From an optimization exercise on the open Yosys and OpenROAD flow, aimed at small area; shortcuts taken in it are not production practice. Only simulation tests tie the RTL to the original design; equivalence was not proved. Power and IR drop assume default switching activity.

## gamma
// starsea_core
module starsea_core
(
  input          clk                ,
  input          rst_n              ,
  input          intr               ,
  output  [31:0] inst_addr          ,
  input   [31:0] inst_data          ,
  output         dram_we_o          ,
  output  [ 3:0] dram_be_o          ,
  output         dram_rd_o          ,
  output  [31:0] dram_addr_o        ,
  output  [31:0] dram_wdat_o        ,
  input   [31:0] dram_rdat          ,
  output         reg_bus_we         ,
  output  [31:0] reg_bus_addr       ,
  output  [31:0] reg_bus_wdat       ,
  output         reg_bus_rd         ,
  input   [31:0] reg_bus_rdat
);
reg  [31:0] pc_inc;         
reg  [31:0] inst_ex;        
reg  [31:0] pc_d;           
reg  [ 4:0] rd_d;           
reg  [31:0] add_res;        
reg         add_res_val;
reg  [31:0] addr;           
reg  [31:0] wdat;           
reg  [ 2:0] funct3_wb;
reg         dram_we;
reg         dram_as;
reg         csrr_rd_en;
reg         btype_inst_wb;
reg         jalr_bran_take;
reg         btype_bran_take;
reg         ecall_bran_take;
reg         ebreak_bran_take;
reg         mret_bran_take;
reg         misalign_bran_take;
reg         jalr_misalign_bran_take;
reg         j_misalign_exception_ex;
reg         j_misalign_bran_take;
reg         intr_d;
reg         intr_bran_take;
reg  [31:0] mtvec;
reg  [31:0] mstatus;
reg  [31:0] mepc;
reg  [31:0] mtval;
reg  [ 3:0] mcause;
reg         v_mtvec;
reg         v_mstatus;
reg         started;
reg         v_mepc;
reg         v_mtval;
reg         v_add_res;
wire grp_x      = intr_bran_take | misalign_bran_take | jalr_misalign_bran_take |
                  j_misalign_bran_take | mret_bran_take | ebreak_bran_take;
  ...
Size: ~1400 flip-flops, about 270 I/O pins.
export LEC_CHECK = 0
export CAP_MARGIN = 20
export CORE_MARGIN = 2
export CORE_UTILIZATION = 50
export SLEW_MARGIN = 20
create_clock -name core_clock -period 12.0 [get_ports {clk}]
standard.sh (not shown) runs the stock make flow with config.mk's settings and CLKGATE_MAP_FILE= SYNTH_SCRIPT=/design/flow/synth_recipe.tcl, a recipe that flattens the netlist after the stock synthesis.
==> flow/flow/run.sh <==
#!/bin/bash
# Standard ORFS layout (the standard.sh), with these changes to how it is made:
#  - ABC maps the logic with an area-oriented script (abc_area_nf.script) in place
#    of ORFS's delay-oriented one; registers are mapped before ABC, so they are
#    the standard synthesis's registers; adders are mapped with Yosys's own
#    carry-lookahead instead of ORFS's Kogge-Stone map;
#  - the port buffers are buf_1 cells instead of clkdlybuf4s50_1;
#  - clock tree synthesis uses small clock buffers, larger sink clusters and
#    no dummy loads.
# ORFS writes each step's full log to orfs/logs/; make's own output goes to
# flow_make.log in the work folder.
set -euo pipefail
cd "$(dirname "$0")/.."
W=$PWD
rm -rf "$W/scripts_alt"
cp -r "$FLOW_HOME/scripts" "$W/scripts_alt"
cp "$W/flow/abc_area_nf.script" "$W/scripts_alt/abc_speed.script"
bash "$W/standard.sh" "SCRIPTS_DIR=$W/scripts_alt" \
    "SYNTH_OPERATIONS_ARGS=-nofsm" \
    "BUFFER_PORTS_ARGS=-buffer_cell sky130_fd_sc_hd__buf_1" \
    'CTS_ARGS=-sink_clustering_enable -repair_clock_nets -dont_use_dummy_load -buf_list sky130_fd_sc_hd__clkbuf_8 -root_buf sky130_fd_sc_hd__clkbuf_8 -sink_clustering_size 12 -sink_clustering_max_diameter 60' \
    finish > "$W/flow_make.log" 2>&1
==> flow/flow/abc_area_nf.script <==
&get -n
&st
&dch
&nf -R 1000 -p -F 8 -A 4
&put
[inputs] epsilon vs gamma
--- a/flow/flow/run.sh
+++ b/flow/flow/run.sh
@@ -6,2 +6,4 @@
 #    carry-lookahead instead of ORFS's Kogge-Stone map;
+#  - after global routing, gates off the critical paths are downsized
+#    (ORFS's power recovery, RECOVER_POWER 100);
 #  - the port buffers are buf_1 cells instead of clkdlybuf4s50_1;
@@ -18,3 +20,3 @@
 bash "$W/standard.sh" "SCRIPTS_DIR=$W/scripts_alt" \
-    "SYNTH_OPERATIONS_ARGS=-nofsm" \
+    "SYNTH_OPERATIONS_ARGS=-nofsm" "RECOVER_POWER=100" \
     "BUFFER_PORTS_ARGS=-buffer_cell sky130_fd_sc_hd__buf_1" \
### Flow results
- In epsilon the implementation completed, yet the final layout does not meet the checks, the culprit being max-capacitance violations, max-slew violations.
- Setup slack ended up 0.35 ns lower on epsilon than on gamma.
- There was hardly any difference in final routed wirelength across all metal layers between epsilon and gamma.
- Sum of internal, switching and leakage power: epsilon vs gamma, no meaningful difference
- Diff gamma -> epsilon | final design instance area without fill | down slightly
- Of epsilon and gamma, the run reporting the lower routed wire length on met3 was gamma.
- Diff epsilon..gamma | via count | negligible
- There was hardly any difference in final cell count without fillers between epsilon and gamma.
- Compared to gamma, epsilon has fraction of final layout cells sized beyond drive strength 1 2.5 points lower.
- Sequential cell count came out exactly the same in epsilon and gamma.
- Any difference in combinational fraction of design power between epsilon and gamma is small enough to ignore.

port drivers added, routing unchanged:
Ports are ideal in the flow. The routed layouts listed here were re-timed in OpenROAD.
Step 1 (the two cells are an assumption about what drives the block):
set clk [get_ports {clk}]
set_driving_cell -lib_cell sky130_fd_sc_hd__clkbuf_16 $clk
set_driving_cell -lib_cell sky130_fd_sc_hd__buf_2 [delete_from_list [all_inputs] $clk]
Step 2, shift: input delay + t, output delay - t, t = (earliest + latest rising clock arrival at the registers) / 2. This alone moves slack from input paths to output paths.
a / b / c = ideal ports / drivers / drivers and shift; a / b = the first two.
run | shift t [ns] | setup slack, ns | worst setup path at the end | clock arrival spread, ns | cell pins on the clock port's net
gamma | 0.931 | 1.057 / 1.057 / 0.536 | input to register | 0.128 / 0.129 | 1
epsilon | 0.944 | 0.711 / 0.711 / 0.025 | input to register | 0.123 / 0.123 | 1
For epsilon, which loses most, drivers alone change the setup slack by 0.000 ns; drivers and shift together by -0.686 ns.
